This design comes from an exercise in tuning for small area on the open sky130 flow, not from production work.
Only simulation tests tie the RTL to the original design; equivalence was not proved.
Power is estimated from default activity; no workload was simulated.

File: flow/design.v
module router_fifo (
    input clock,
    input resetn,
    input write_en,
    input read_en,
    input soft_reset,
    input [7:0] data_in,
    input delay_lfd_state,
    output reg empty,
    output reg full,
    output reg [7:0] data_out
);
  integer i;
  reg [7:0] mem[0:15];
  reg [4:0] occ;
  reg [6:0] cnt;   
  reg hdr;
  wire fifo_empty = &occ;
  wire fifo_full = ~occ[4] & (&occ[3:0]);
  wire wr = write_en & ~fifo_full;
  wire rd = read_en & ~fifo_empty;
  wire [7:0] head = mem[occ[3:0]];
  wire take = hdr | ~cnt[6];
  wire pop = rd & take;
  always @(posedge clock) begin
    if (wr) begin
      mem[0] <= data_in;
      for (i = 1; i < 16; i = i + 1) mem[i] <= mem[i-1];
    end
  end
  always @(posedge clock) begin
    if (!resetn || soft_reset) begin
      occ <= 5'h1f;
      cnt <= 7'h7f;
      hdr <= 1'b0;
      data_out <= 8'd0;
      empty <= 1'b1;
      full <= 1'b0;
    end else begin
      empty <= fifo_empty;
      full <= fifo_full;
      occ <= occ + {{4{pop & ~wr}}, pop ^ wr};
      hdr <= (hdr & ~rd) | (wr & delay_lfd_state);
      if (rd) begin
        data_out <= take ? head : 8'd0;
        if (hdr) cnt <= {1'b0, head[7:2]};
        else if (~cnt[6]) cnt <= cnt - 7'd1;
      end
    end
  end
endmodule
module router_fsm (
    input            clock,
    input            resetn,
    input            parity_done,
    input      [1:0] data_in,
    input      [2:0] soft_reset,
    input      [2:0] full,
    input      [2:0] empty,
    input            packet_valid,
    input            low_packet_valid,
    output reg       fifo_full,
    output     [2:0] write_enb,
    output reg       delay_lfd_state,
    output reg       busy,
    output reg       detect_add,
    output reg       lfd_state,
    output reg       ld_state,
    output reg       laf_state,
    output reg       rst_int_reg
);
  localparam Decode_address = 3'd0;
  localparam Load_first_data = 3'd1;
  localparam Wait_till_empty = 3'd2;
  localparam Load_data = 3'd3;
  localparam Fifo_full_state = 3'd4;
  localparam Load_parity = 3'd5;
  localparam Load_after_full = 3'd6;
  localparam Check_parity_error = 3'd7;
  reg [2:0] present_state, next_state;
  reg [2:0] dest;
  reg write_enb_reg, write_enb_d;
  wire [2:0] in_dest = {data_in == 2'd2, data_in == 2'd1, data_in == 2'd0};
  wire soft_reset_active = |(dest & soft_reset);
  wire dest_empty = |(dest & empty);
  assign write_enb = {3{write_enb_d}} & dest;
  always @(posedge clock) begin
    if (!resetn) begin
      dest <= 3'b001;
      present_state <= Decode_address;
      write_enb_d <= 1'b0;
      fifo_full <= 1'b0;
      delay_lfd_state <= 1'b0;
    end else begin
      if (detect_add) dest <= in_dest;
      present_state <= next_state;
      write_enb_d <= write_enb_reg;
      fifo_full <= |(dest & full);
      delay_lfd_state <= lfd_state;
    end
  end
  always @(*) begin
    next_state = Decode_address;
    rst_int_reg = 1'b0;
    ld_state = 1'b0;
    detect_add = 1'b0;
    lfd_state = 1'b0;
    laf_state = 1'b0;
    busy = 1'b0;
    write_enb_reg = 1'b0;
    case (present_state)
      Decode_address: begin
        if (packet_valid && data_in != 2'b11) begin
          detect_add = 1'b1;
          if (|(in_dest & empty)) next_state = Load_first_data;
          else next_state = Wait_till_empty;
        end else next_state = Decode_address;
      end
      Wait_till_empty: begin
        if (!soft_reset_active) begin
          busy = 1'b1;
          if (dest_empty) next_state = Load_first_data;
          else next_state = Wait_till_empty;
        end
      end
      Load_first_data: begin
        if (!soft_reset_active) begin
          lfd_state = 1'b1;
          busy = 1'b1;
          write_enb_reg = 1'b1;
          next_state = Load_data;
        end
      end
      Load_data: begin
        if (!soft_reset_active) begin
          ld_state = 1'b1;
          write_enb_reg = 1'b1;
          if (fifo_full) next_state = Fifo_full_state;
          else if (!packet_valid) next_state = Load_parity;
          else next_state = Load_data;
        end
      end
      Fifo_full_state: begin
        if (!soft_reset_active) begin
          busy = 1'b1;
          if (!fifo_full) next_state = Load_after_full;
          else next_state = Fifo_full_state;
        end
      end
      Load_parity: begin
        if (!soft_reset_active) begin
          busy = 1'b1;
          next_state = Check_parity_error;
        end
      end
      Load_after_full: begin
        if (!soft_reset_active) begin
          laf_state = 1'b1;
          busy = 1'b1;
          write_enb_reg = 1'b1;
          if (!parity_done && low_packet_valid) next_state = Load_parity;
          else if (!parity_done && !low_packet_valid) next_state = Load_data;
          else next_state = Decode_address;
        end
      end
      Check_parity_error: begin
        if (!soft_reset_active) begin
          busy = 1'b1;
          rst_int_reg = 1'b1;
          if (!fifo_full) next_state = Decode_address;
          else next_state = Fifo_full_state;
        end
      end
    endcase
  end
endmodule
module router_register (
    input clock,
    input resetn,
    input packet_valid,
    input fifo_full,
    input rst_int_reg,
    input detect_add,
    input ld_state,
    input laf_state,
    input lfd_state,
    input [7:0] data_in,
    output reg parity_done,
    output reg low_packet_valid,
    output reg error,
    output reg [7:0] dout
);
  reg [7:0] fifo_full_state_register;
  reg [7:0] packet_parity_register;
  reg [7:0] internal_parity_register;
  reg parity_check_pending;
  always @(posedge clock) begin
    if (!resetn) begin
      dout <= 8'b0;
      error <= 1'b0;
      parity_done <= 1'b0;
      low_packet_valid <= 1'b0;
      fifo_full_state_register <= 8'd0;
      packet_parity_register <= 8'b0;
      internal_parity_register <= 8'b0;
      parity_check_pending <= 1'b0;
    end else if (rst_int_reg) begin
      low_packet_valid <= 1'b0;
      error <= 1'b0;
    end else if (detect_add) begin
      parity_done <= 1'b0;
      low_packet_valid <= 1'b0;
      internal_parity_register <= data_in;
      fifo_full_state_register <= 8'd0;
    end else if (lfd_state) begin
      dout <= internal_parity_register;
    end else if (ld_state) begin
      if (packet_valid) begin
        if (fifo_full) fifo_full_state_register <= data_in;
        else begin
          dout <= data_in;
          internal_parity_register <= internal_parity_register ^ data_in;
        end
      end else begin
        if (!fifo_full) begin
          dout <= data_in;
          parity_check_pending <= 1'b1;
        end
        parity_done <= !fifo_full;
        low_packet_valid <= 1'b1;
        packet_parity_register <= data_in;
      end
    end else if (laf_state) begin
      if (low_packet_valid && !parity_done) begin
        parity_done <= 1'b1;
        dout <= packet_parity_register;
      end else begin
        internal_parity_register <= internal_parity_register ^ fifo_full_state_register;
        dout <= fifo_full_state_register;
      end
    end else if (parity_check_pending) begin
      error <= (internal_parity_register != packet_parity_register);
      parity_check_pending <= 1'b0;
    end
  end
endmodule
module router_synchronizer (
    input clock,
    input resetn,
    input [2:0] read_en,
    input empty_0,
    input empty_1,
    input empty_2,
    output reg [2:0] soft_reset,
    output reg [2:0] vld_out
);
  integer i;
  reg [4:0] counter[0:2];
  always @(posedge clock) begin
    if (!resetn) begin
      for (i = 0; i < 3; i = i + 1) counter[i] <= 5'd1;
      soft_reset <= 3'd0;
      vld_out <= 3'd0;
    end else begin
      vld_out <= ~{empty_2, empty_1, empty_0};
      for (i = 0; i < 3; i = i + 1) begin
        if (vld_out[i] && (read_en[i] || counter[i] == 5'd30)) counter[i] <= 5'd1;
        else counter[i] <= counter[i] + 5'd1;
        soft_reset[i] <= vld_out[i] && !read_en[i] && counter[i] == 5'd30;
      end
    end
  end
endmodule
module router_top_module (
    input clock,
    input resetn,
    input packet_valid,
    input [7:0] data_in,
    input [2:0] read_en,
    output [7:0] data_out_0,
    output [7:0] data_out_1,
    output [7:0] data_out_2,
    output [2:0] valid_out,
    output error,
    output busy
);
  wire lfd_state, ld_state, laf_state, rst_int_reg, detect_add, delay_lfd_state;
  wire parity_done, low_packet_valid;
  wire fifo_full;
  wire [2:0] soft_reset;
  wire [2:0] write_enb;
  wire [2:0] empty, full;
  wire [7:0] dout;
  router_fifo FIFO_0 (
      .clock(clock), .resetn(resetn), .write_en(write_enb[0]), .read_en(read_en[0]),
      .soft_reset(soft_reset[0]), .data_in(dout), .delay_lfd_state(delay_lfd_state),
      .empty(empty[0]), .full(full[0]), .data_out(data_out_0)
  );
  router_fifo FIFO_1 (
      .clock(clock), .resetn(resetn), .write_en(write_enb[1]), .read_en(read_en[1]),
      .soft_reset(soft_reset[1]), .data_in(dout), .delay_lfd_state(delay_lfd_state),
      .empty(empty[1]), .full(full[1]), .data_out(data_out_1)
  );
  router_fifo FIFO_2 (
      .clock(clock), .resetn(resetn), .write_en(write_enb[2]), .read_en(read_en[2]),
      .soft_reset(soft_reset[2]), .data_in(dout), .delay_lfd_state(delay_lfd_state),
      .empty(empty[2]), .full(full[2]), .data_out(data_out_2)
  );
  router_synchronizer Synchroniser (
      .clock(clock), .resetn(resetn), .read_en(read_en),
      .empty_0(empty[0]), .empty_1(empty[1]), .empty_2(empty[2]),
      .soft_reset(soft_reset), .vld_out(valid_out)
  );
  router_register Register (
      .clock(clock), .resetn(resetn), .packet_valid(packet_valid), .fifo_full(fifo_full),
      .rst_int_reg(rst_int_reg), .detect_add(detect_add), .ld_state(ld_state),
      .laf_state(laf_state), .lfd_state(lfd_state), .data_in(data_in),
      .parity_done(parity_done), .low_packet_valid(low_packet_valid), .error(error), .dout(dout)
  );
  router_fsm FSM (
      .clock(clock), .resetn(resetn), .parity_done(parity_done), .data_in(data_in[1:0]),
      .soft_reset(soft_reset), .full(full), .empty(empty), .packet_valid(packet_valid),
      .low_packet_valid(low_packet_valid), .fifo_full(fifo_full), .write_enb(write_enb),
      .delay_lfd_state(delay_lfd_state), .busy(busy), .detect_add(detect_add),
      .lfd_state(lfd_state), .ld_state(ld_state), .laf_state(laf_state), .rst_int_reg(rst_int_reg)
  );
endmodule
File: flow/run.sh
#!/bin/bash
# synth_recipe.tcl (not shown) runs the flow's synth.tcl, then flattens the netlist and writes it again
# the make line also repeats each setting of config.mk as NAME=value (left out here)
make -C /OpenROAD-flow-scripts/flow DESIGN_CONFIG=/design/flow/config.mk WORK_HOME=/design/flow/orfs CLKGATE_MAP_FILE= SYNTH_SCRIPT=/design/flow/synth_recipe.tcl finish
File: flow/config.mk
export PLATFORM = sky130hd
export DESIGN_NAME = router_top_module
export DESIGN_NICKNAME = router_top_module
export VERILOG_FILES = /design/flow/design.v
export SDC_FILE = /design/flow/constraint.sdc
export NUM_CORES = 4
export LEC_CHECK = 0
export ABC_AREA = 1
export CAP_MARGIN = 20
export CORE_MARGIN = 2
export CORE_UTILIZATION = 40
export CTS_BUF_LIST = sky130_fd_sc_hd__clkbuf_4
export SLEW_MARGIN = 20
File: flow/constraint.sdc
create_clock -name core_clock -period 5.0 [get_ports {clock}]
set_input_delay 1.0000 -clock core_clock [delete_from_list [all_inputs] [get_ports {clock}]]
set_output_delay 1.0000 -clock core_clock [all_outputs]
set_load 0.01 [all_outputs]
==> run_results.csv, run 1 <==
group,metric,value,unit
floorplan,core_area,52700,um^2
power_and_ir_drop,p_int,7.49,mW
critical_path,reg2reg_depth,15,
critical_path,cp_data_arrival_time,2470,ps
cts,tritoncts,"built",
run_status,outcome,"finished clean",
critical_path,critical-path-max-stage-delay,580,ps
drt,routed_via_density,5.05,
drt,drtPass1Iterations,5,
power_and_ir_drop,vdd_ir_drop_max,0.202,mV
flow_run,drv_cap,0,
yosys,synth_edf_count,384,
cells_and_area,syn2layout_area_growth,14.1,%
placement,gp_congestion,0.863,
placement,port_buffers,42,
yosys,synth_most_common_cell,"nand2_1",
hold_path,hp-class,"reg2reg",
critical_path,timing.rr.end,"FIFO_2.occ[4]$_SDFF_PP1_",
yosys,ys_top_cells_by_count,"680 x nand2_1, 384 x edfxtp_1, 209 x nor2_1, 149 x inv_1, 135 x dfxtp_1",
hold_path,holdPathEnd,"FIFO_0.mem[14][1]$_DFFE_PP_",
critical_path,rrSetupSlack,1790,ps
power_and_ir_drop,p_sw,2.93,mW
drt,vias,15300,
cts,post-cts-setup-buffers,0,
global_routing,grt_pass1_wl,82900,um
sta,rsz0062_at_grt,"no",
critical_path,crit_required,4000,ps
global_routing,antenna_found_initial,2,
global_routing,grt.overflow.total,0,
critical_path,path_max_fanout,7,
yosys,syn_area,21400,um^2
yosys,ys_warn_count,6,
cells_and_area,fin_nets,2265,
sta,setup_viol,0,
critical_path,crit_family,"buffers and inverters",
floorplan,rows,84,
sta,maxSlewHeadroom,30.0,%
floorplan,start_util,40.6,%
placement,dp_hpwl,34300,um
yosys,synth_area_leader_cell,"edfxtp_1",
global_routing,grt_max_degree,89,
cts,ctsLongestPathBuffers,3,
cts,cts_resized,0,
yosys,synth.yosys.seq_area_share,66.6,%
sta,hold_viol,0,
cells_and_area,drive_above_1_share,13.1,%
drt,antenna_left,0,
yosys,async_flop_share,0,%
power_and_ir_drop,power_density,427,nW/um^2
yosys,synth_cells,2061,
cts,cts_max_level,4,
floorplan,dieArea,55300,um^2
critical_path,timing.rr.start,"FIFO_2.occ[2]$_SDFF_PP1_",
yosys,syn_avg_cell_area,10.4,um^2
cts,cts_inserted_buffers,142,
sta,fmax,0.289,GHz
sta,min_period_over_period,69.3,%
critical_path,cp_slowest_cell,"clkdlybuf4s50_1",
global_routing,grt_pass1_vias,15000,
yosys,synth_nets,2096,
cells_and_area,utilization,46.3,%
cts,clock_latency,950,ps
global_routing,grt.total_usage,19.3,%
sta,fin_skew,59.9,ps
cts,ctsHoldBuffers,0,
drt,wl,53000,um
sta,post-route-min-period,3470,ps
power_and_ir_drop,power.share.combinational,11.9,%
drt,drcViolationCount,0,
hold_path,whs_path_depth,0,
yosys,ys_top_cells_by_area,"edfxtp_1 54%, dfxtp_1 13%, nand2_1 12%",
cts,root_buffer,"clkbuf_4",
sta,tightest_slew,1050,ps
critical_path,path_class,"reg2out",
power_and_ir_drop,leakagePower,9.34,nW
yosys,ys_types,53,
yosys,ys.flop_type,"edfxtp_1",
critical_path,worstSetupEndpointType,"output port",
sta,maxSlewViolCount,0,
power_and_ir_drop,switching_share,28.1,%
floorplan,die_w,235,um
hold_path,min_from,"FIFO_0.mem[13][1]$_DFFE_PP_",
drt,drt_iter0_drc,1400,
power_and_ir_drop,power_frac_seq,51.3,%
yosys,synth_seq_cells,519,
yosys,synth_largest_type_area_fraction,54.0,%
floorplan,io_pins,43,
floorplan,die_h,235,um
critical_path,critPathLaunchType,"flip-flop",
sta,setup_tns,0,ps
drt,wl_per_cell,17.5,um
cts,cts_sinks,519,
critical_path,crit_chain,"nand2_1, nand3_4, a21oi_1, clkdlybuf4s50_1",
power_and_ir_drop,p_clk_share,36.9,%
critical_path,cp_num_buf_inv,1,
cts,clk_pin_slew_worst_paths,70,ps
-- power groups by stage --
stage                     combinational (mW)  sequential, mW  clock, mW
after floorplan                        0.880            5.34          0
after global placement                  1.21            5.42          0
after detailed placement                1.23            5.44          0
after CTS                               1.24            5.35       3.95
after global routing                    1.38            5.39       4.19
final                                   1.24            5.34       3.84
-- worst max-delay path by stage --
stage | from | endpoint | slack (ps) | cells past startpoint
4_1_cts | FSM.dest[0]$_SDFFE_PN1P_ | busy | 1350 | 4
3_3_place_gp | resetn | FIFO_1.cnt[1]$_SDFFE_PP1P_ | 1380 | 7
6_report | FSM.dest[0]$_SDFFE_PN1P_ | busy | 1530 | 4
3_5_place_dp | resetn | FIFO_1.cnt[1]$_SDFFE_PP1P_ | 1320 | 7
5_1_grt | FSM.dest[0]$_SDFFE_PN1P_ | busy | 1320 | 4
2_1_floorplan | FIFO_1.occ[1]$_SDFF_PP1_ | FIFO_1.mem[0][0]$_DFFE_PP_ | 1250 | 5
-- sequential cells by signal, summed over array words and instances (netlist names), 3 cells and up --
signal	cells
FSM.present_state	3
Register.fifo_full_state_register	8
FIFO_2.occ	5
FIFO_0.occ	5
FIFO_0.data_out	8
Synchroniser.vld_out	3
FIFO_2.cnt	7
FIFO_0.cnt	7
FIFO_1.data_out	8
FIFO_1.mem	128
FIFO_0.mem	128
FSM.dest	3
Register.packet_parity_register	8
FIFO_1.cnt	7
Register.internal_parity_register	8
FIFO_1.occ	5
FIFO_2.data_out	8
Register.dout	8
Synchroniser.counter	15
Synchroniser.soft_reset	3
FIFO_2.mem	128
-- area by class of cell --
| type | instances | area (um^2) |
|---|---|---|
| antenna | 2 | 5.00 |
| timing repair buffer | 51 | 492 |
| sequential | 519 | 14200 |
| clock buffer | 213 | 1600 |
| fill | 4972 | 28300 |
| tap | 688 | 861 |
| clock inverter | 34 | 195 |
| inverter | 161 | 616 |
| multi-input combinational | 1355 | 6380 |
-- worst register-to-register path: cells and delay by family, from the launching register on --
kind | cells | cell delay (ps)
AO/OA/AOI/OAI | 1 | 120
adder cells (fa/ha/maj) | 3 | 850
buffers and inverters | 4 | 340
flip-flops | 1 | 490
AND/OR/NAND/NOR | 7 | 1360
-- per-stage QoR --
step                      std cells  setup WS (ps)  cell area (um^2)  total power, mW  hold WS (ps)
after global routing           3023           1320             24400             11.0           442
after global placement         2774           1380             22600             6.63           430
after detailed placement       2774           1320             22600             6.67           432
after floorplan                2061           1250             21400             6.22           413
final                          3023           1530             24400             10.4           415
after CTS                      3021           1350             24400             10.5           428
-- cells in the final DEF (no fill, tap or decap), types with 3 or more instances in the layout --
master / instances
inv_1: 147
dfxtp_1: 135
inv_2: 13
clkbuf_4: 213
nor2_1: 209
or2_2: 16
buf_4: 8
o211ai_1: 10
nand4_1: 54
o22ai_1: 4
nand3_2: 3
xor2_1: 10
nand3_1: 69
clkdlybuf4s50_1: 42
a211oi_1: 6
clkinv_1: 25
nor2_4: 6
edfxtp_1: 384
a31oi_1: 7
o21ai_1: 9
nand2_1: 680
xnor2_1: 15
nand2_4: 6
o2bb2ai_1: 7
nand3_4: 3
a21oi_1: 80
ha_1: 20
nor2_2: 9
nor4_1: 7
nor3_1: 11
o21ai_0: 74
nor3b_1: 6
nand2_2: 12
-- routing by layer --
layer	GRT usage (%)	wire length [um]
met5	0	0
met4	6.87	1190
met3	5.75	3560
met2	29.3	24200
met1	26.2	24000
-- logic make-up (layout without fill, tap and decap cells) --
family | count (synthesis) | count (layout) | synth area share (%)
xor+xnor | 25 | 25 | 1.02
fa+ha+maj | 21 | 21 | 1.26
compound gates | 211 | 211 | 5.54
other cells | 0 | 2 | 0
simple gates | 1098 | 1098 | 22.0
buf+inv | 187 | 459 | 3.58
flops | 519 | 519 | 66.6
==> run 2: changes to the inputs <==
--- a/flow/config.mk
+++ b/flow/config.mk
@@ -6,8 +6,6 @@
 export NUM_CORES = 4
 export LEC_CHECK = 0
-export ABC_AREA = 1
 export CAP_MARGIN = 20
 export CORE_MARGIN = 2
 export CORE_UTILIZATION = 40
-export CTS_BUF_LIST = sky130_fd_sc_hd__clkbuf_4
 export SLEW_MARGIN = 20
==> run_results.csv, run 2 <==
group,metric,value,unit
yosys,synthMuxAreaShare,3.35,%
critical_path,critPathLaunchType,"flip-flop",
cells_and_area,syn2layout_area_growth,12.9,%
critical_path,path_class,"reg2out",
floorplan,dieArea,56600,um^2
cts,root_buffer,"clkbuf_16",
power_and_ir_drop,power_frac_seq,48.5,%
global_routing,grt_max_degree,93,
power_and_ir_drop,p_clk_share,38.1,%
cells_and_area,fill_cells,4775,
drt,drtPass1Iterations,5,
power_and_ir_drop,vdd_ir_drop_max,0.265,mV
cells_and_area,layout_common_cells,"384 x edfxtp_1, 133 x dfxtp_1, 122 x nand2_1, 104 x nor2_1, 83 x a21oi_1",
yosys,synth_seq_cells,519,
drt,met2_length,24300,um
drt,routed_via_density,5.85,
power_and_ir_drop,leakagePower,8.42,nW
floorplan,die_w,238,um
sta,maxSlewViolCount,0,
yosys,synth_largest_type_area_fraction,52.7,%
power_and_ir_drop,p_int,7.77,mW
sta,fin_skew,25.8,ps
hold_path,hp-class,"reg2reg",
yosys,synth_edf_count,384,
power_and_ir_drop,power_density,432,nW/um^2
yosys,synth_most_common_cell,"edfxtp_1",
sta,min_period_over_period,69.0,%
yosys,synthAdderAreaFrac,1.24,%
global_routing,grt.total_usage,18.4,%
critical_path,cp_data_arrival_time,2450,ps
drt,highest_layer,"met4",
yosys,ys_warn_count,6,
yosys,synth_nets,1754,
cts,cts_sinks,519,
sta,maxSlewHeadroom,26.1,%
critical_path,crit_required,4000,ps
yosys,async_flop_share,0,%
global_routing,grt_pass1_wl,82100,um
yosys,synthSimpleGateAreaFrac,10.3,%
cells_and_area,mostFrequentLayoutCell,"edfxtp_1",
yosys,syn_avg_cell_area,12.7,um^2
cells_and_area,utilization,45.8,%
floorplan,die_h,238,um
global_routing,grt_pass1_vias,14100,
yosys,synth_compound_area_share,15.7,%
drt,drt_iter0_drc,1457,
sta,fmax,0.290,GHz
critical_path,worstSetupEndpointType,"output port",
drt,wl_met3,3360,um
yosys,synth.yosys.seq_area_share,65.1,%
sta,rsz0062_at_grt,"no",
yosys,ys_top_cells_by_area,"edfxtp_1 53%, dfxtp_1 12%, nand2_1 2.1%",
cts,cts_max_level,2,
run_status,outcome,"finished clean",
sta,post-route-min-period,3450,ps
yosys,synth_area_leader_cell,"edfxtp_1",
cells_and_area,drive_above_1_share,9.57,%
sta,setup_tns,0,ps
placement,gp_congestion,0.842,
yosys,ys_types,83,
placement,port_buffers,42,
cts,cts_resized,0,
floorplan,core_area,53900,um^2
power_and_ir_drop,switching_share,27.1,%
floorplan,rows,85,
flow_run,drv_cap,0,
critical_path,path_max_fanout,11,
sta,tightest_slew,1110,ps
cts,ctsHoldBuffers,0,
power_and_ir_drop,power.share.combinational,13.4,%
cts,post-cts-setup-buffers,0,
yosys,ys.flop_type,"edfxtp_1",
drt,vias,14500,
drt,drcViolationCount,0,
cts,clk_pin_slew_worst_paths,60,ps
yosys,synth_xor_xnor_area_share,1.28,%
yosys,synth_top_family_by_area,"compound AO/OA/AOI/OAI gates",
floorplan,start_util,40.6,%
yosys,synth_cells,1719,
drt,antenna_left,0,
global_routing,grt.overflow.total,0,
cts,clock_latency,630,ps
cells_and_area,fin_nets,1777,
drt,wl_per_cell,21.2,um
placement,dp_hpwl,33400,um
drt,wl_met1,23800,um
cts,ctsLongestPathBuffers,3,
cells_and_area,reg.largest.list,"FIFO_0.mem: 128 flops, FIFO_1.mem: 128 flops, FIFO_2.mem: 128 flops",
sta,setup_viol,0,
floorplan,io_pins,43,
yosys,ys_top_cells_by_count,"384 x edfxtp_1, 135 x dfxtp_1, 122 x nand2_1, 104 x nor2_1, 83 x a21oi_1",
cts,tritoncts,"built",
drt,wl,52600,um
sta,hold_viol,0,
power_and_ir_drop,p_sw,2.89,mW
yosys,syn_area,21900,um^2
cts,cts_inserted_buffers,53,
cells_and_area,antenna_cells,0,
global_routing,antenna_found_initial,0,
run 2: cell types whose count changed after synthesis, moves of 26 or more:
cell and change:
a22o_1 +35, a22oi_1 +28, a32oi_1 +31, buf_2 +43, clkbuf_1 +26, inv_1 -94
mux2i_1 +44, nand2_1 -558, nand2b_1 +28, nand4_1 -47, nor2_1 -105
run 2: power by group through the flow:
stage                     sequential [mW]  combinational [mW]  clock (mW)
after floorplan                      5.15                1.05           0
after global placement               5.25                1.39           0
after detailed placement             5.26                1.41           0
after CTS                            5.17                1.41        4.13
after global routing                 5.20                1.56        4.31
final                                5.17                1.43        4.06
run 2: kinds of logic (layout without fill, tap and decap cells):
family          count (synthesis)  in the layout
buf+inv                       160            228
fa+ha+maj                      21             21
xor+xnor                       32             32
mux                            66             66
flops                         519            519
compound gates                471            471
simple gates                  450            450
run 2: cell type report:
| cell class | instances | area [um^2] | share of cell area [%] |
|---|---|---|---|
| multi-input cells | 1040 | 6950 | 28.2 |
| inverters | 59 | 229 | 0.928 |
| clock inverters | 24 | 319 | 1.29 |
| repair buffers | 69 | 627 | 2.54 |
| well taps | 696 | 871 | 3.53 |
| flip-flops and latches | 519 | 14200 | 57.7 |
| clock buffers | 76 | 1450 | 5.88 |
run 2: per-stage QoR:
step                      power (mW)  area (um^2)  std cells  hold WS [ps]  worst slack, ps
after floorplan                 6.20        21900       1719           397             1350
after global placement          6.64        22900       2383           412             1260
after detailed placement        6.66        22900       2383           419             1230
after CTS                       10.7        24700       2483           434             1480
after global routing            11.1        24700       2483           443             1280
final                           10.7        24700       2483           434             1550
run 2: worst paths after layout:
| kind | depth (start not counted) | to | slack [ps] | start |
|---|---|---|---|---|
| max | 4 | busy | 1550 | FSM.dest[0]$_SDFFE_PN1P_ |
| min | 1 | Synchroniser.counter[0][0]$_SDFF_PP1_ | 430 | Synchroniser.counter[0][0]$_SDFF_PP1_ |
| max reg2reg | 12 | FIFO_0.occ[4]$_SDFF_PP1_ | 1550 | FIFO_0.occ[3]$_SDFF_PP1_ |
| min reg2reg | 1 | Synchroniser.counter[0][0]$_SDFF_PP1_ | 430 | Synchroniser.counter[0][0]$_SDFF_PP1_ |
run 2: layer usage:
metal / global-route usage, % / vias up
met1: 26.6 / 7237
met4: 4.76 / 0
met5: 0 / -
met3: 3.51 / 85
li1: - / 6702
met2: 28.5 / 492
run 2: critical path, cell delays in order (launching register included):
cell,delay (ps)
dfxtp_1,360
a222oi_1,350
buf_4,270
a21boi_0,260
clkdlybuf4s50_1,590
==> run 3: changes to the inputs <==
--- a/flow/config.mk
+++ b/flow/config.mk
@@ -6,6 +6,10 @@
 export NUM_CORES = 4
 export LEC_CHECK = 0
+export ABC_AREA = 1
 export CAP_MARGIN = 20
 export CORE_MARGIN = 2
 export CORE_UTILIZATION = 40
+export CTS_BUF_LIST = sky130_fd_sc_hd__clkbuf_16
+export CTS_CLUSTER_DIAMETER = 60
+export CTS_CLUSTER_SIZE = 25
 export SLEW_MARGIN = 20
==> run_results.csv, run 3 <==
group,metric,value,unit
cells_and_area,drive_above_1_share,6.73,%
yosys,synth_seq_cells,519,
floorplan,rows,84,
cts,root_buffer,"clkbuf_16",
cts,cts_max_level,2,
yosys,syn_avg_cell_area,10.4,um^2
cts,post-cts-setup-buffers,0,
cts,tritoncts,"built",
run_status,outcome,"finished clean",
yosys,ys_warn_count,6,
cts,cts_inserted_buffers,37,
cells_and_area,fin_nets,2160,
yosys,async_flop_share,0,%
placement,gp_congestion,0.863,
yosys,ys.flop_type,"edfxtp_1",
global_routing,top_usage_layer,"met2",
cts,ctsLongestPathBuffers,3,
drt,routed_via_density,5.13,
drt,wl,51400,um
power_and_ir_drop,p_sw,2.83,mW
critical_path,rrSetupSlack,1790,ps
critical_path,path_max_fanout,12,
critical_path,cp_data_arrival_time,3730,ps
power_and_ir_drop,power_frac_seq,54.3,%
power_and_ir_drop,leakagePower,8.89,nW
global_routing,grt_pass1_wl,80200,um
floorplan,die_h,235,um
cells_and_area,antenna_cells,0,
critical_path,critPathLaunchType,"flip-flop",
cts,ctsHoldBuffers,0,
flow_run,drv_cap,0,
drt,drt_iter0_drc,1498,
yosys,synth_nets,2096,
sta,post-route-min-period,3210,ps
cells_and_area,utilization,45.3,%
sta,setup_viol,0,
drt,antenna_left,0,
power_and_ir_drop,power.share.combinational,12.6,%
yosys,synth_area_leader_cell,"edfxtp_1",
power_and_ir_drop,vdd_ir_drop_max,0.235,mV
sta,fin_skew,29.1,ps
global_routing,grt.overflow.total,0,
floorplan,die_w,235,um
global_routing,use_met2,28.9,%
floorplan,dieArea,55300,um^2
sta,layout_setup_ws,1790,ps
cts,clock_latency,590,ps
global_routing,grt_max_degree,89,
yosys,synth_most_common_cell,"nand2_1",
cts,cts_sinks,519,
drt,vias,14600,
floorplan,core_area,52700,um^2
cells_and_area,syn2layout_area_growth,11.7,%
sta,setup_tns,0,ps
power_and_ir_drop,p_clk_share,33.2,%
cts,clk_pin_slew_worst_paths,100,ps
yosys,ys_types,53,
sta,maxSlewHeadroom,30.5,%
sta,maxSlewViolCount,0,
global_routing,use_met1,26.4,%
sta,fmax,0.311,GHz
global_routing,grt_pass1_vias,14100,
placement,pre_cts_ws,1320,ps
yosys,synth_edf_count,384,
cells_and_area,reg.largest.list,"FIFO_0.mem: 128 flops, FIFO_1.mem: 128 flops, FIFO_2.mem: 128 flops",
drt,drcViolationCount,0,
yosys,synth_cells,2061,
yosys,ys_top_cells_by_area,"edfxtp_1 54%, dfxtp_1 13%, nand2_1 12%",
power_and_ir_drop,p_int,7.00,mW
cts,cts_resized,0,
critical_path,path_class,"reg2reg",
yosys,synth.yosys.seq_area_share,66.6,%
critical_path,worstSetupEndpointType,"flip-flop",
floorplan,start_util,40.6,%
yosys,ys_top_cells_by_count,"680 x nand2_1, 384 x edfxtp_1, 209 x nor2_1, 149 x inv_1, 135 x dfxtp_1",
global_routing,grt.total_usage,18.4,%
hold_path,hp-class,"reg2reg",
sta,tightest_slew,1040,ps
sta,min_period_over_period,64.2,%
cells_and_area,layout_common_cells,"680 x nand2_1, 384 x edfxtp_1, 209 x nor2_1, 150 x inv_1, 135 x dfxtp_1",
power_and_ir_drop,power_density,412,nW/um^2
drt,drtPass1Iterations,5,
yosys,syn_area,21400,um^2
placement,dp_hpwl,34300,um
cells_and_area,mostFrequentLayoutCell,"nand2_1",
sta,hold_viol,0,
power_and_ir_drop,switching_share,28.8,%
floorplan,io_pins,43,
global_routing,antenna_found_initial,0,
drt,wl_per_cell,18.1,um
global_routing,globalRouteMet3Util,2.87,%
sta,rsz0062_at_grt,"no",
cells_and_area,fill_cells,4886,
critical_path,crit_required,5520,ps
yosys,synth_largest_type_area_fraction,54.0,%
placement,port_buffers,42,
==> run 3: changes by cell type in the layout (fill, tap and decap cells not counted), sizes merged, moves of 25 or more <==
| cell | previous run | this run |
|---|---|---|
| mux2i | 44 | 0 |
| inv | 60 | 174 |
| a32oi | 31 | 0 |
| nand4 | 9 | 54 |
| nor2b | 25 | 0 |
| nor2 | 107 | 226 |
| clkbuf | 76 | 37 |
| nand2b | 28 | 0 |
| nand2 | 123 | 698 |
| a22oi | 30 | 2 |
| a22o | 35 | 0 |
==> run 3: logic make-up after synthesis <==
| kind of cell | synth area share, % |
|---|---|
| adders and majority gates | 1.26 |
| and+or+nand+nor | 22.0 |
| xor gates and xnor gates | 1.02 |
| DFF | 66.6 |
| buffers and inverters | 3.58 |
| AOI/OAI and AO/OA | 5.54 |
==> run 3: area by class of cell <==
cell class                 instances  area [um^2]  area share, %
inverter                         161          616           2.58
multi-input combinational       1355         6380           26.7
sequential                       519        14200           59.6
clock inverter                    31          359           1.50
clock buffer                      37          926           3.88
tap                              688          861           3.61
timing repair buffer              51          492           2.06
==> run 3: power groups by stage <==
stage          Combinational (mW)  Sequential (mW)  Clock [mW]
3_5_place_dp                 1.23             5.44           0
6_report                     1.23             5.33        3.26
2_1_floorplan               0.880             5.34           0
3_3_place_gp                 1.21             5.42           0
5_1_grt                      1.38             5.38        3.48
4_1_cts                      1.24             5.34        3.34
==> run 3: critical path: stages (launching register included) <==
cell and delay, ps:
dfxtp_1 490, nand2_2 160, nor2_4 500, nand2_1 270, nand3_4 210, inv_2 130
ha_1 280, inv_1 60, ha_1 160, inv_1 60, fa_1 400, inv_1 90
nand3_1 90, o21ai_1 120, nand2_1 60, nand3_1 60
==> run 3: metal layers <==
layer / up-vias / part of all wire [%]
li1: 7087 / -
met1: 7027 / 46
met2: 378 / 46
met3: 83 / 5.5
met4: 0 / 2.6
met5: - / 0
==> run 3: per-stage QoR <==
| step | hold slack (ps) | instances | area [um^2] | power [mW] |
|---|---|---|---|---|
| 2_1_floorplan | 413 | 2061 | 21400 | 6.22 |
| 3_3_place_gp | 430 | 2774 | 22600 | 6.63 |
| 3_5_place_dp | 432 | 2774 | 22600 | 6.67 |
| 4_1_cts | 447 | 2842 | 23900 | 9.92 |
| 5_1_grt | 458 | 2842 | 23900 | 10.3 |
| 6_report | 445 | 2842 | 23900 | 9.83 |
==> run 3: worst paths after layout <==
check,start,endpoint,depth (start not counted)
max,FIFO_2.occ[2]$_SDFF_PP1_,FIFO_2.occ[4]$_SDFF_PP1_,15
min,FIFO_2.mem[12][7]$_DFFE_PP_,FIFO_2.mem[13][7]$_DFFE_PP_,0
max reg2reg,FIFO_2.occ[2]$_SDFF_PP1_,FIFO_2.occ[4]$_SDFF_PP1_,15
min reg2reg,FIFO_2.mem[12][7]$_DFFE_PP_,FIFO_2.mem[13][7]$_DFFE_PP_,0
==> run 4: changes to the inputs <==
--- a/flow/config.mk
+++ b/flow/config.mk
@@ -10,6 +10,6 @@
 export CORE_MARGIN = 2
 export CORE_UTILIZATION = 40
-export CTS_BUF_LIST = sky130_fd_sc_hd__clkbuf_16
-export CTS_CLUSTER_DIAMETER = 60
-export CTS_CLUSTER_SIZE = 25
+export CTS_BUF_LIST = sky130_fd_sc_hd__clkbuf_8
+export CTS_CLUSTER_DIAMETER = 50
+export CTS_CLUSTER_SIZE = 18
 export SLEW_MARGIN = 20
==> run_results.csv, run 4 <==
group,metric,value,unit
run_status,outcome,"finished clean",
power_and_ir_drop,p_int,6.67,mW
critical_path,crit_family,"simple AND/OR/NAND/NOR gates",
floorplan,start_util,40.6,%
critical_path,path_max_fanout,12,
critical_path,cpMostUsedCell,"inv_1",
cells_and_area,fin_nets,2173,
cts,tritoncts,"built",
critical_path,cp_num_buf_inv,4,
sta,setup_viol,0,
sta,fmax,0.311,GHz
drt,routed_via_density,5.14,
placement,port_buffers,42,
sta,setup_tns,0,ps
flow_run,drv_cap,0,
cells_and_area,reg.largest.list,"FIFO_0.mem: 128 flops, FIFO_1.mem: 128 flops, FIFO_2.mem: 128 flops",
sta,fin_skew,24.9,ps
hold_path,whs_path_depth,0,
placement,placed_area,22600,um^2
global_routing,grt_pass1_wl,80500,um
global_routing,grt_max_degree,89,
cts,cts_resized,0,
floorplan,die_h,235,um
critical_path,cp_slowest_cell,"dfxtp_1",
drt,wl,51700,um
yosys,ys_top_cells_by_count,"680 x nand2_1, 384 x edfxtp_1, 209 x nor2_1, 149 x inv_1, 135 x dfxtp_1",
yosys,synthSimpleGateAreaFrac,22.0,%
yosys,synth_seq_cells,519,
drt,vias,14700,
cts,ctsLongestPathBuffers,3,
cts,cts_inserted_buffers,50,
power_and_ir_drop,leakagePower,8.84,nW
hold_path,hp-class,"reg2reg",
power_and_ir_drop,power.share.combinational,13.0,%
cts,cts_sinks,519,
yosys,ys.flop_type,"edfxtp_1",
power_and_ir_drop,power_frac_seq,56.0,%
power_and_ir_drop,p_sw,2.85,mW
drt,antenna_left,0,
sta,post-route-min-period,3210,ps
sta,tightest_slew,1050,ps
yosys,ys_types,53,
sta,hold_viol,0,
floorplan,core_area,52700,um^2
cts,clock_latency,670,ps
yosys,synth_xor_xnor_area_share,1.02,%
critical_path,cp.depth,15,
critical_path,critPathLaunchType,"flip-flop",
critical_path,path_class,"reg2reg",
power_and_ir_drop,power_density,401,nW/um^2
floorplan,io_pins,43,
floorplan,dieArea,55300,um^2
cts,post-cts-setup-buffers,0,
global_routing,grt.total_usage,18.4,%
critical_path,rrSetupSlack,1790,ps
cts,ctsHoldBuffers,0,
placement,dp_hpwl,34300,um
yosys,synth.yosys.seq_area_share,66.6,%
critical_path,critical-path-max-stage-delay,500,ps
cts,root_buffer,"clkbuf_8",
yosys,synth_most_common_cell,"nand2_1",
floorplan,rows,84,
yosys,synth_cells,2061,
cts,cts_max_level,2,
floorplan,die_w,235,um
power_and_ir_drop,switching_share,30.0,%
critical_path,crit_required,5610,ps
critical_path,cp_data_arrival_time,3820,ps
cells_and_area,layout_common_cells,"680 x nand2_1, 384 x edfxtp_1, 209 x nor2_1, 149 x inv_1, 135 x dfxtp_1",
yosys,synth_area_leader_cell,"edfxtp_1",
cts,clk_pin_slew_worst_paths,110,ps
yosys,syn_avg_cell_area,10.4,um^2
yosys,ys_top_cells_by_area,"edfxtp_1 54%, dfxtp_1 13%, nand2_1 12%",
drt,drt_iter0_drc,1573,
yosys,async_flop_share,0,%
cells_and_area,fill_cells,4928,
sta,maxSlewViolCount,0,
yosys,synth_top_family_by_area,"simple AND/OR/NAND/NOR gates",
yosys,synthMuxAreaShare,0,%
global_routing,antenna_found_initial,1,
power_and_ir_drop,vdd_ir_drop_max,0.222,mV
cells_and_area,syn2layout_area_growth,11.1,%
yosys,synthAdderAreaFrac,1.26,%
critical_path,worstSetupEndpointType,"flip-flop",
drt,drtPass1Iterations,6,
power_and_ir_drop,p_clk_share,31.0,%
critical_path,reg2reg_depth,15,
global_routing,grt.overflow.total,0,
yosys,ys_warn_count,6,
drt,wl_per_cell,18.0,um
yosys,synth_nets,2096,
cells_and_area,final_area,23700,um^2
critical_path,crit_chain,"nand2_2, nor2_4, nand2_1, nand3_4, inv_2, ha_1, inv_1, ha_1, inv_1, fa_1, inv_1, nand3_1, o21ai_1, nand2_1, nand3_1",
sta,maxSlewHeadroom,29.7,%
drt,drcViolationCount,0,
cells_and_area,drive_above_1_share,7.72,%
cells_and_area,mostFrequentLayoutCell,"nand2_1",
yosys,syn_area,21400,um^2
yosys,synth_edf_count,384,
global_routing,grt_pass1_vias,14200,
placement,gp_congestion,0.863,
sta,rsz0062_at_grt,"no",
yosys,synth_compound_area_share,5.54,%
sta,min_period_over_period,64.3,%
yosys,synth_largest_type_area_fraction,54.0,%
sta,whs,445,ps
-- run 4: cell counts after synthesis --
Identical to the previous run, type by type.
-- run 4: worst paths after layout --
check                                  start                         end
setup / recovery    FIFO_2.occ[2]$_SDFF_PP1_    FIFO_2.occ[4]$_SDFF_PP1_
hold / removal    FIFO_2.mem[4][3]$_DFFE_PP_  FIFO_2.mem[5][3]$_DFFE_PP_
hold reg to reg   FIFO_2.mem[4][3]$_DFFE_PP_  FIFO_2.mem[5][3]$_DFFE_PP_
setup reg to reg    FIFO_2.occ[2]$_SDFF_PP1_    FIFO_2.occ[4]$_SDFF_PP1_
-- run 4: stage by stage --
| step | util [%] | total power, mW | cells | worst slack, ps |
|---|---|---|---|---|
| 2_1_floorplan | - | 6.22 | 2061 | 1250 |
| 3_3_place_gp | 42.9 | 6.63 | 2774 | 1380 |
| 3_5_place_dp | 42.9 | 6.67 | 2774 | 1320 |
| 4_1_cts | 45.1 | 9.61 | 2865 | 1680 |
| 5_1_grt | 45.1 | 9.95 | 2866 | 1550 |
| 6_report | 45.1 | 9.52 | 2866 | 1790 |
-- run 4: power by group through the flow --
stage	Combinational [mW]	Sequential, mW	Clock, mW
floorplan	0.880	5.34	0
global placement	1.21	5.42	0
detailed placement	1.23	5.44	0
CTS	1.24	5.34	3.03
global route	1.38	5.38	3.19
finish	1.23	5.33	2.95
-- run 4: cell families after synthesis --
family,Yosys count
AOI/OAI and AO/OA,211
buffers and inverters,187
adders and majority gates,21
xor gates and xnor gates,25
and+or+nand+nor,1098
DFF,519
-- run 4: area by class of cell --
class	instances	area (um^2)	area share (%)
Inverter	161	616	2.59
Antenna cell	1	2.50	0.0105
Tap cell	688	861	3.63
Clock inverter	40	444	1.87
Clock buffer	51	702	2.96
Multi-Input combinational cell	1355	6380	26.9
Sequential cell	519	14200	60.0
Timing Repair Buffer	51	492	2.07
-- run 4: per-layer routing --
| layer | share of wire [%] | track usage [%] |
|---|---|---|
| met5 | 0 | 0 |
| met4 | 2.7 | 5.26 |
| met3 | 5.8 | 2.90 |
| met2 | 46 | 29.1 |
| met1 | 46 | 26.4 |
==> run 5: changes to the inputs <==
--- a/flow/design.v
+++ b/flow/design.v
@@ -20,5 +20,10 @@
   wire wr = write_en & ~fifo_full;
   wire rd = read_en & ~fifo_empty;
-  wire [7:0] head = mem[occ[3:0]];
+  wire [7:0] l0, l1, l2, l3, head;
+  router_mux4 m0 (.a(mem[0]), .b(mem[1]), .c(mem[2]), .d(mem[3]), .s(occ[1:0]), .y(l0));
+  router_mux4 m1 (.a(mem[4]), .b(mem[5]), .c(mem[6]), .d(mem[7]), .s(occ[1:0]), .y(l1));
+  router_mux4 m2 (.a(mem[8]), .b(mem[9]), .c(mem[10]), .d(mem[11]), .s(occ[1:0]), .y(l2));
+  router_mux4 m3 (.a(mem[12]), .b(mem[13]), .c(mem[14]), .d(mem[15]), .s(occ[1:0]), .y(l3));
+  router_mux4 m4 (.a(l0), .b(l1), .c(l2), .d(l3), .s(occ[3:2]), .y(head));
   wire take = hdr | ~cnt[6];
   wire pop = rd & take;
@@ -50,4 +55,14 @@
   end
 endmodule
+module router_mux4 (
+    input [7:0] a,
+    input [7:0] b,
+    input [7:0] c,
+    input [7:0] d,
+    input [1:0] s,
+    output [7:0] y
+);
+  assign y = s[1] ? (s[0] ? d : c) : (s[0] ? b : a);
+endmodule
 module router_fsm (
     input            clock,
--- a/flow/config.mk
+++ b/flow/config.mk
@@ -6,5 +6,4 @@
 export NUM_CORES = 4
 export LEC_CHECK = 0
-export ABC_AREA = 1
 export CAP_MARGIN = 20
 export CORE_MARGIN = 2
@@ -14,2 +13,3 @@
 export CTS_CLUSTER_SIZE = 18
 export SLEW_MARGIN = 20
+export SYNTH_HIERARCHICAL = 1
==> run_results.csv, run 5 <==
group,metric,value,unit
yosys,synth_cells,1311,
critical_path,timing.rr.start,"Synchroniser.soft_reset[1]$_SDFF_PN0_",
cts,cts_resized,0,
drt,drt_iter0_drc,840,
cts,clk_pin_slew_worst_paths,110,ps
power_and_ir_drop,power_density,421,nW/um^2
cells_and_area,register_area,14200,um^2
cts,ctsHoldBuffers,0,
drt,vias,11300,
yosys,synth_area_leader_cell,"edfxtp_1",
yosys,ys_warn_count,13,
critical_path,critPathLaunchType,"flip-flop",
yosys,ys.flop_type,"edfxtp_1",
cells_and_area,syn2layout_area_growth,9.66,%
sta,min_period_over_period,69.4,%
power_and_ir_drop,leakagePower,7.82,nW
floorplan,rows,84,
floorplan,core_area,52900,um^2
cells_and_area,drive_above_1_share,19.9,%
global_routing,antenna_found_initial,8,
flow_run,drv_cap,0,
critical_path,reg2reg_depth,8,
placement,port_buffers,42,
critical_path,cp_num_buf_inv,2,
critical_path,crit_chain,"a222oi_1, buf_4, a21boi_0, clkdlybuf4s50_1",
global_routing,grt_max_degree,90,
critical_path,cp_slowest_cell,"clkdlybuf4s50_1",
drt,drtPass1Iterations,5,
sta,fin_skew,30.4,ps
critical_path,cp.depth,4,
sta,setup_viol,0,
floorplan,io_pins,43,
hold_path,hp-class,"reg2reg",
global_routing,grt_pass1_wl,66400,um
yosys,synth_edf_count,384,
cells_and_area,fin_nets,1385,
critical_path,timing.rr.end,"Register.internal_parity_register[2]$_SDFFE_PN0P_",
sta,fmax,0.288,GHz
critical_path,path_class,"reg2out",
critical_path,cp_data_arrival_time,2470,ps
critical_path,worstSetupEndpointType,"output port",
floorplan,dieArea,55600,um^2
global_routing,grt.overflow.total,0,
floorplan,start_util,40.6,%
cts,root_buffer,"clkbuf_8",
cts,ctsLongestPathBuffers,3,
sta,tightest_slew,971,ps
yosys,syn_area,21500,um^2
critical_path,crit_required,4000,ps
critical_path,critical-path-max-stage-delay,610,ps
cells_and_area,mostFrequentLayoutCell,"edfxtp_1",
drt,antenna_left,0,
sta,post-route-min-period,3470,ps
cells_and_area,reg.largest.list,"FIFO_0.mem: 128 flops, FIFO_1.mem: 128 flops, FIFO_2.mem: 128 flops",
cts,cts_inserted_buffers,47,
global_routing,grt.total_usage,15.0,%
power_and_ir_drop,vdd_ir_drop_max,0.213,mV
placement,dp_hpwl,25400,um
cts,post-cts-setup-buffers,0,
sta,maxSlewHeadroom,34.7,%
yosys,ys_types,79,
cells_and_area,final_area,23600,um^2
critical_path,path_max_fanout,5,
run_status,outcome,"finished clean",
cts,clock_latency,650,ps
floorplan,die_w,236,um
drt,drcViolationCount,0,
cells_and_area,layout_common_cells,"384 x edfxtp_1, 132 x dfxtp_1, 120 x mux4_2, 70 x nor2_1, 62 x nand2_1",
cts,cts_sinks,519,
sta,setup_tns,0,ps
yosys,synth_seq_cells,519,
drt,wl_per_cell,19.8,um
cts,cts_max_level,2,
placement,gp_congestion,0.798,
critical_path,rrSetupSlack,1550,ps
cells_and_area,fill_cells,4541,
yosys,syn_avg_cell_area,16.4,um^2
yosys,synth.yosys.seq_area_share,66.3,%
drt,wl,41100,um
yosys,ys_top_cells_by_area,"edfxtp_1 54%, dfxtp_1 13%, mux4_2 13%",
floorplan,die_h,236,um
yosys,synth_nets,1352,
yosys,synth_largest_type_area_fraction,53.7,%
critical_path,cp-startpoint,"Synchroniser.soft_reset[1]$_SDFF_PN0_",
sta,maxSlewViolCount,0,
critical_path,crit_family,"buffers and inverters",
critical_path,endpoint,"busy",
placement,placed_area,22400,um^2
drt,routed_via_density,5.47,
sta,hold_viol,0,
cells_and_area,multi_input_area,6630,um^2
yosys,synth_most_common_cell,"edfxtp_1",
sta,rsz0062_at_grt,"no",
yosys,async_flop_share,0,%
cts,tritoncts,"built",
yosys,ys_top_cells_by_count,"384 x edfxtp_1, 135 x dfxtp_1, 120 x mux4_2, 71 x nor2_1, 62 x nand2_1",
global_routing,grt_pass1_vias,11500,
run 5: cells by family (layout without fill, tap and decap cells):
| group | count (synthesis) | in the layout | share of synthesized area [%] |
|---|---|---|---|
| xor+xnor | 30 | 30 | 1.22 |
| other cells | 0 | 2 | 0 |
| buf+inv | 108 | 178 | 2.96 |
| simple gates | 287 | 287 | 7.33 |
| compound gates | 203 | 203 | 7.18 |
| fa+ha+maj | 27 | 27 | 1.68 |
| mux | 137 | 137 | 13.4 |
| flops | 519 | 519 | 66.3 |
run 5: layout make-up:
class,instances,share of cell area (%)
Timing Repair Buffer,55,2.26
Sequential cell,519,60.4
Inverter,37,0.632
Antenna cell,2,0.0212
Clock inverter,38,2.04
Tap cell,688,3.65
Clock buffer,48,2.80
Multi-Input combinational cell,684,28.2
run 5: per-module statistics from Yosys (local to each module, per instance), a selection:
module	cells inside	flops+latches	copies in the design	cell area [um^2]
router_mux4	10	0	15	196
router_fsm	70	9	1	564
router_synchronizer	81	21	1	860
router_register	233	36	1	2090
router_fifo	259	151	3	5010
run 5: per-stage QoR:
| step | instances | setup WS (ps) | utilization (%) | total power, mW | hold slack [ps] |
|---|---|---|---|---|---|
| floorplan | 1311 | 1390 | - | 6.69 | 400 |
| global placement | 1982 | 1370 | 42.3 | 7.08 | 414 |
| detailed placement | 1983 | 1140 | 42.4 | 7.12 | 420 |
| CTS | 2069 | 1440 | 44.5 | 10.1 | 437 |
| global route | 2070 | 1340 | 44.6 | 10.4 | 448 |
| finish | 2071 | 1530 | 44.6 | 9.93 | 432 |
run 5: report_power, final:
part / switching (mW) / total [mW] / leakage (nW) / internal [mW]
sequential: 0.390 / 5.50 / 4.57 / 5.11
combinational: 0.817 / 1.50 / 2.68 / 0.685
clock: 1.61 / 2.92 / 0.573 / 1.31
total: 2.82 / 9.93 / 7.82 / 7.11
run 5: how the worst min path moves through the flow:
stage	to	start	cells after the start
global placement	Synchroniser.counter[0][0]$_SDFF_PP1_	Synchroniser.counter[0][0]$_SDFF_PP1_	1
finish	FIFO_1.mem[12][5]$_DFFE_PP_	FIFO_1.mem[11][5]$_DFFE_PP_	0
detailed placement	Synchroniser.counter[1][0]$_SDFF_PP1_	Synchroniser.counter[1][0]$_SDFF_PP1_	1
floorplan	Synchroniser.counter[1][0]$_SDFF_PP1_	Synchroniser.counter[1][0]$_SDFF_PP1_	1
CTS	FIFO_1.mem[12][5]$_DFFE_PP_	FIFO_1.mem[11][5]$_DFFE_PP_	0
global route	FIFO_1.mem[12][5]$_DFFE_PP_	FIFO_1.mem[11][5]$_DFFE_PP_	0
run 5: layer usage:
layer | vias to the layer above | GRT usage (%) | wire length (um)
li1 | 5239 | - | -
met1 | 5786 | 21.0 | 18700
met2 | 217 | 23.2 | 19300
met3 | 66 | 3.35 | 2110
met4 | 12 | 4.90 | 917
met5 | - | 0 | 69
run 5: worst register-to-register path: cells and delay by family (launching register included):
| kind | cells | cell delay [ps] |
|---|---|---|
| AND/OR/NAND/NOR | 3 | 1190 |
| AO/OA/AOI/OAI | 3 | 970 |
| buffers and inverters | 2 | 780 |
| flip-flops | 1 | 380 |
==> run 6: changes to the inputs <==
--- a/flow/config.mk
+++ b/flow/config.mk
@@ -10,6 +10,6 @@
 export CORE_UTILIZATION = 40
 export CTS_BUF_LIST = sky130_fd_sc_hd__clkbuf_8
-export CTS_CLUSTER_DIAMETER = 50
-export CTS_CLUSTER_SIZE = 18
+export CTS_CLUSTER_DIAMETER = 40
+export CTS_CLUSTER_SIZE = 22
 export SLEW_MARGIN = 20
 export SYNTH_HIERARCHICAL = 1
==> run_results.csv, run 6 <==
group,metric,value,unit
run_status,outcome,"finished clean",
sta,maxSlewHeadroom,34.5,%
hold_path,hp-class,"reg2reg",
global_routing,antenna_found_initial,8,
critical_path,critPathLaunchType,"flip-flop",
sta,maxSlewViolCount,0,
yosys,synth_nets,1352,
placement,placed_area,22400,um^2
placement,port_buffers,42,
power_and_ir_drop,vdd_ir_drop_max,0.222,mV
cts,cts_resized,0,
floorplan,io_pins,43,
sta,setup_tns,0,ps
yosys,syn_area,21500,um^2
critical_path,rrSetupSlack,1550,ps
cts,post-cts-setup-buffers,0,
cells_and_area,mostFrequentLayoutCell,"edfxtp_1",
cts,clock_latency,650,ps
yosys,async_flop_share,0,%
cells_and_area,final_area,24000,um^2
yosys,synth.yosys.seq_area_share,66.3,%
cts,tritoncts,"built",
yosys,ys.flop_type,"edfxtp_1",
critical_path,reg2reg_depth,8,
yosys,ys_warn_count,13,
drt,wl,41600,um
floorplan,die_w,236,um
floorplan,dieArea,55600,um^2
cts,root_buffer,"clkbuf_8",
global_routing,grt_pass1_wl,66900,um
cells_and_area,syn2layout_area_growth,11.5,%
drt,routed_via_density,5.44,
critical_path,path_class,"reg2out",
cells_and_area,layout_common_cells,"384 x edfxtp_1, 132 x dfxtp_1, 120 x mux4_2, 74 x clkbuf_8, 70 x nor2_1",
sta,rsz0062_at_grt,"no",
yosys,synth_most_common_cell,"edfxtp_1",
sta,fin_skew,41.6,ps
critical_path,cp_data_arrival_time,2470,ps
yosys,syn_avg_cell_area,16.4,um^2
yosys,synth_edf_count,384,
cts,ctsLongestPathBuffers,3,
cells_and_area,fin_nets,1408,
yosys,ys_types,79,
yosys,ys_top_cells_by_count,"384 x edfxtp_1, 135 x dfxtp_1, 120 x mux4_2, 71 x nor2_1, 62 x nand2_1",
global_routing,grt_pass1_vias,11700,
critical_path,path_max_fanout,5,
sta,hold_viol,0,
yosys,synth_cells,1311,
global_routing,grt_max_degree,90,
cells_and_area,utilization,45.3,%
global_routing,grt.overflow.total,0,
critical_path,crit_required,4000,ps
cells_and_area,reg.largest.list,"FIFO_0.mem: 128 flops, FIFO_1.mem: 128 flops, FIFO_2.mem: 128 flops",
drt,wl_per_cell,19.7,um
flow_run,drv_cap,0,
cells_and_area,fill_cells,4500,
critical_path,worstSetupEndpointType,"output port",
cts,cts_inserted_buffers,70,
sta,setup_viol,0,
power_and_ir_drop,leakagePower,8.04,nW
drt,vias,11500,
placement,gp_congestion,0.798,
power_and_ir_drop,power_density,438,nW/um^2
drt,drcViolationCount,0,
cts,clk_pin_slew_worst_paths,80,ps
cts,ctsHoldBuffers,0,
hold_path,whs_path_depth,0,
cts,cts_max_level,3,
sta,fmax,0.288,GHz
sta,tightest_slew,975,ps
floorplan,start_util,40.6,%
placement,dp_hpwl,25400,um
sta,post-route-min-period,3470,ps
floorplan,core_area,52900,um^2
cells_and_area,drive_above_1_share,22.0,%
cts,cts_sinks,519,
sta,min_period_over_period,69.5,%
global_routing,grt.total_usage,15.2,%
floorplan,rows,84,
yosys,synth_seq_cells,519,
drt,drt_iter0_drc,867,
drt,antenna_left,0,
yosys,synth_largest_type_area_fraction,53.7,%
yosys,synth_area_leader_cell,"edfxtp_1",
yosys,ys_top_cells_by_area,"edfxtp_1 54%, dfxtp_1 13%, mux4_2 13%",
drt,drtPass1Iterations,5,
floorplan,die_h,236,um
run 6: cell counts after synthesis:
Identical to the previous run, type by type.
run 6: path summary, 6_finish.rpt:
check | start | end
hold / removal | FIFO_0.mem[10][3]$_DFFE_PP_ | FIFO_0.mem[11][3]$_DFFE_PP_
setup reg to reg | Synchroniser.soft_reset[1]$_SDFF_PN0_ | Register.internal_parity_register[6]$_SDFFE_PN0P_
hold reg to reg | FIFO_0.mem[10][3]$_DFFE_PP_ | FIFO_0.mem[11][3]$_DFFE_PP_
setup / recovery | Synchroniser.soft_reset[1]$_SDFF_PN0_ | busy
run 6: metal layers:
| metal | track usage (%) | wire length (um) | up-vias |
|---|---|---|---|
| met5 | 0 | 71 | - |
| met4 | 5.64 | 930 | 12 |
| met3 | 3.83 | 2390 | 78 |
| met2 | 23.1 | 19300 | 272 |
| met1 | 21.1 | 19000 | 5836 |
| li1 | - | - | 5296 |
run 6: per-module statistics from Yosys, one instance, submodules excluded, a selection:
module               times used  cells inside
router_synchronizer           1            81
router_fsm                    1            70
router_fifo                   3           259
router_mux4                  15            10
router_register               1           233
run 6: layout make-up:
class / instances / area [um^2] / share of cell area [%]
Inverter: 37 / 149 / 0.621
Antenna cell: 2 / 5.00 / 0.0209
Clock inverter: 55 / 522 / 2.18
Timing Repair Buffer: 55 / 533 / 2.22
Clock buffer: 74 / 1020 / 4.25
Sequential cell: 519 / 14200 / 59.4
Multi-Input combinational cell: 684 / 6630 / 27.7
Tap cell: 688 / 861 / 3.59
run 6: cells by family after synthesis:
logic type | count (synthesis) | share of synthesized area [%]
DFF | 519 | 66.3
AOI/OAI and AO/OA | 203 | 7.18
adders and majority gates | 27 | 1.68
and+or+nand+nor | 287 | 7.33
muxes | 137 | 13.4
xor gates and xnor gates | 30 | 1.22
buffers and inverters | 108 | 2.96
run 6: per-stage QoR:
stage	std cells	hold WS [ps]	worst slack (ps)	power [mW]
final	2114	420	1530	10.5
after floorplan	1311	400	1390	6.69
after global placement	1982	414	1370	7.08
after CTS	2112	423	1460	10.6
after global routing	2113	420	1330	11.0
after detailed placement	1983	420	1140	7.12
run 6: worst max-delay path, cell delays in order (launching register included):
cell,delay (ps)
dfxtp_1,380
a222oi_1,310
buf_4,200
a21boi_0,330
clkdlybuf4s50_1,610
run 6: where the power goes:
part,internal (mW),switching (mW),total (mW)
registers,5.12,0.386,5.50
clock network,1.69,1.80,3.50
logic,0.686,0.820,1.51
==> run 7: changes to the inputs <==
==> flow/flow/run.sh (new file) <==
#!/bin/bash
# Layout: the standard flow, with clock tree synthesis told not to add
# dummy loads and to build the tree from clkbuf_8 cells.
set -euo pipefail
export CTS_ARGS="-sink_clustering_enable -repair_clock_nets -dont_use_dummy_load -buf_list sky130_fd_sc_hd__clkbuf_8 -sink_clustering_size 18 -sink_clustering_max_diameter 50"
bash standard.sh finish > flow_standard.log 2>&1
==> flow/standard.sh (new file) <==
#!/bin/bash
# synth_recipe.tcl (not shown) runs the flow's synth.tcl, then flattens the netlist and writes it again
# the make line also repeats each setting of config.mk as NAME=value (left out here)
make -C /OpenROAD-flow-scripts/flow DESIGN_CONFIG=/design/flow/config.mk WORK_HOME=/design/flow/orfs CLKGATE_MAP_FILE= SYNTH_SCRIPT=/design/flow/synth_recipe.tcl "${@:-finish}"
--- a/flow/config.mk
+++ b/flow/config.mk
@@ -9,7 +9,4 @@
 export CORE_MARGIN = 2
 export CORE_UTILIZATION = 40
-export CTS_BUF_LIST = sky130_fd_sc_hd__clkbuf_8
-export CTS_CLUSTER_DIAMETER = 40
-export CTS_CLUSTER_SIZE = 22
 export SLEW_MARGIN = 20
 export SYNTH_HIERARCHICAL = 1
removed: flow/run.sh
==> run_results.csv, run 7 <==
group,metric,value,unit
run_status,outcome,"finished clean",
yosys,synth_area_leader_cell,"edfxtp_1",
placement,placed_area,22400,um^2
yosys,synth_edf_count,384,
cts,clk_pin_slew_worst_paths,110,ps
placement,dp_hpwl,25400,um
drt,routed_via_density,5.53,
critical_path,cp_num_buf_inv,2,
drt,vias,11200,
yosys,synth_xor_xnor_area_share,1.22,%
drt,antenna_left,0,
global_routing,antenna_found_initial,8,
global_routing,grt.total_usage,14.8,%
cts,clock_latency,650,ps
critical_path,path_max_fanout,5,
yosys,synth.yosys.seq_area_share,66.3,%
critical_path,crit_required,4000,ps
cells_and_area,mostFrequentLayoutCell,"edfxtp_1",
cells_and_area,layout_common_cells,"384 x edfxtp_1, 132 x dfxtp_1, 120 x mux4_2, 70 x nor2_1, 62 x nand2_1",
global_routing,grt_pass1_wl,65900,um
yosys,synth_most_common_cell,"edfxtp_1",
yosys,ys_types,79,
cts,root_buffer,"clkbuf_8",
global_routing,grt_max_degree,90,
sta,rsz0062_at_grt,"no",
power_and_ir_drop,power_density,397,nW/um^2
critical_path,path_class,"reg2out",
floorplan,die_w,236,um
sta,hold_viol,0,
cells_and_area,final_area,23100,um^2
cts,ctsHoldBuffers,0,
hold_path,hp-class,"reg2reg",
sta,tightest_slew,1010,ps
cells_and_area,syn2layout_area_growth,7.36,%
floorplan,die_h,236,um
sta,post-route-min-period,3470,ps
yosys,synth_largest_type_area_fraction,53.7,%
yosys,ys_top_cells_by_area,"edfxtp_1 54%, dfxtp_1 13%, mux4_2 13%",
sta,layout_setup_ws,1530,ps
yosys,ys.flop_type,"edfxtp_1",
cells_and_area,instances_no_fill,2032,
drt,wl_per_cell,20.1,um
placement,pre_cts_ws,1140,ps
yosys,synthAdderAreaFrac,1.68,%
sta,maxSlewViolCount,0,
critical_path,critical-path-max-stage-delay,610,ps
drt,wl,40800,um
placement,port_buffers,42,
flow_run,drv_cap,0,
cells_and_area,drive_above_1_share,17.9,%
cts,ctsLongestPathBuffers,3,
cts,cts_sinks,519,
floorplan,core_area,52900,um^2
yosys,synth_compound_area_share,7.18,%
yosys,async_flop_share,0,%
yosys,synth_nets,1352,
cells_and_area,fin_nets,1385,
cts,tritoncts,"built",
yosys,syn_area,21500,um^2
yosys,syn_avg_cell_area,16.4,um^2
floorplan,io_pins,43,
floorplan,rows,84,
sta,min_period_over_period,69.5,%
drt,drcViolationCount,0,
power_and_ir_drop,leakagePower,7.59,nW
yosys,ys_top_cells_by_count,"384 x edfxtp_1, 135 x dfxtp_1, 120 x mux4_2, 71 x nor2_1, 62 x nand2_1",
floorplan,start_util,40.6,%
global_routing,grt.overflow.total,0,
cts,post-cts-setup-buffers,0,
sta,fmax,0.288,GHz
cells_and_area,reg.largest.list,"FIFO_0.mem: 128 flops, FIFO_1.mem: 128 flops, FIFO_2.mem: 128 flops",
yosys,synth_seq_cells,519,
cells_and_area,utilization,43.6,%
cts,cts_resized,0,
cts,cts_max_level,2,
critical_path,worstSetupEndpointType,"output port",
floorplan,dieArea,55600,um^2
yosys,synth_top_family_by_area,"multiplexers",
critical_path,crit_chain,"a222oi_1, buf_4, a21boi_0, clkdlybuf4s50_1",
critical_path,critPathLaunchType,"flip-flop",
sta,fin_skew,63.4,ps
placement,place_inst,1983,
yosys,synthSimpleGateAreaFrac,7.33,%
yosys,ys_warn_count,13,
power_and_ir_drop,vdd_ir_drop_max,0.202,mV
sta,setup_tns,0,ps
yosys,synth_cells,1311,
placement,gp_congestion,0.798,
drt,drtPass1Iterations,4,
critical_path,crit_family,"buffers and inverters",
critical_path,cp_slowest_cell,"clkdlybuf4s50_1",
critical_path,cp_data_arrival_time,2470,ps
sta,setup_viol,0,
yosys,synthMuxAreaShare,13.4,%
sta,maxSlewHeadroom,32.4,%
global_routing,grt_pass1_vias,11400,
cts,cts_inserted_buffers,47,
drt,drt_iter0_drc,847,
run 7: through the flow:
step / power, mW / hold WS (ps)
after floorplan: 6.69 / 400
after global placement: 7.08 / 414
after detailed placement: 7.12 / 420
after CTS: 9.28 / 399
after global routing: 9.60 / 407
final: 9.15 / 393
run 7: per-module statistics from Yosys (local to each module, per instance), a selection:
module	cell area (um^2)	cells inside	flip-flops and latches	copies in the design
router_fifo	5010	259	151	3
router_mux4	196	10	0	15
router_register	2090	233	36	1
router_fsm	564	70	9	1
router_synchronizer	860	81	21	1
run 7: power by group:
| group | leakage [nW] | internal, mW | switching, mW | total, mW |
|---|---|---|---|---|
| sequential | 4.57 | 5.12 | 0.389 | 5.50 |
| clock | 0.338 | 0.839 | 1.30 | 2.14 |
| combinational | 2.68 | 0.685 | 0.818 | 1.50 |
run 7: logic make-up after synthesis:
family / after synthesis
AO/OA/AOI/OAI: 203
adder cells (fa/ha/maj): 27
XOR/XNOR: 30
flip-flops: 519
buffers and inverters: 108
multiplexers: 137
AND/OR/NAND/NOR: 287
run 7: layout make-up:
class | count | area (um^2)
Timing Repair Buffer | 55 | 533
Multi-Input combinational cell | 684 | 6630
Tap cell | 688 | 861
Fill cell | 4580 | 29800
Clock buffer | 47 | 647
Sequential cell | 519 | 14200
Antenna cell | 2 | 5.00
Inverter | 37 | 149
run 7: layer usage:
metal,global-route usage [%],up-vias,wire [um]
li1,-,5185,-
met5,0,-,70
met3,3.39,64,2070
met2,22.9,217,19100
met4,5.21,12,1010
met1,20.7,5768,18500
run 7: worst paths after layout:
| kind | startpoint | end | slack [ps] | cells past startpoint |
|---|---|---|---|---|
| hold reg to reg | FIFO_1.mem[7][7]$_DFFE_PP_ | FIFO_1.mem[8][7]$_DFFE_PP_ | 390 | 0 |
| hold / removal | FIFO_1.mem[7][7]$_DFFE_PP_ | FIFO_1.mem[8][7]$_DFFE_PP_ | 390 | 0 |
| setup reg to reg | Synchroniser.soft_reset[1]$_SDFF_PN0_ | Register.internal_parity_register[6]$_SDFFE_PN0P_ | 1550 | 8 |
| setup / recovery | Synchroniser.soft_reset[1]$_SDFF_PN0_ | busy | 1530 | 4 |

## static timing again, ports no longer ideal
No port has a modelled driver above. Below, the same layouts with a new extraction and two added sets of constraints.
Step 1 sets driving cells, clkbuf_16 on the clock port and buf_2 on the other inputs (assumed; they add their load-dependent delay and slew).
Step 2 moves the port delays by t, midway between the first and last clock arrival at a register: inputs arrive t later, outputs are due t later. That takes back most of the time a late clock gives input paths.
Three values: ideal ports, drivers, drivers and shift; two values: the first two.
run | t (ns) | setup WS [ns] | worst hold slack (ns) | worst setup path at the end | clock arrival spread, ns
run 1 | 0.980 | 1.534 / 1.481 / 1.377 | 0.415 / 0.415 / 0.415 | input to register | 0.068 / 0.069
run 2 | 0.667 | 1.551 / 1.499 / 1.195 | 0.434 / 0.434 / 0.434 | input to register | 0.026 / 0.026
run 3 | 0.628 | 1.789 / 1.789 / 1.360 | 0.445 / 0.445 / 0.445 | input to register | 0.034 / 0.034
run 4 | 0.720 | 1.787 / 1.737 / 1.317 | 0.445 / 0.445 / 0.445 | input to register | 0.029 / 0.029
run 5 | 0.688 | 1.528 / 1.476 / 1.076 | 0.432 / 0.432 / 0.432 | input to register | 0.037 / 0.036
run 6 | 0.685 | 1.527 / 1.475 / 1.046 | 0.420 / 0.420 / 0.420 | input to register | 0.045 / 0.044
run 7 | 0.667 | 1.526 / 1.473 / 1.079 | 0.393 / 0.393 / 0.393 | input to register | 0.068 / 0.069
After both steps every run listed still meets setup and hold. For run 6, which loses most, drivers alone change the setup slack by -0.052 ns; drivers and shift together by -0.481 ns.
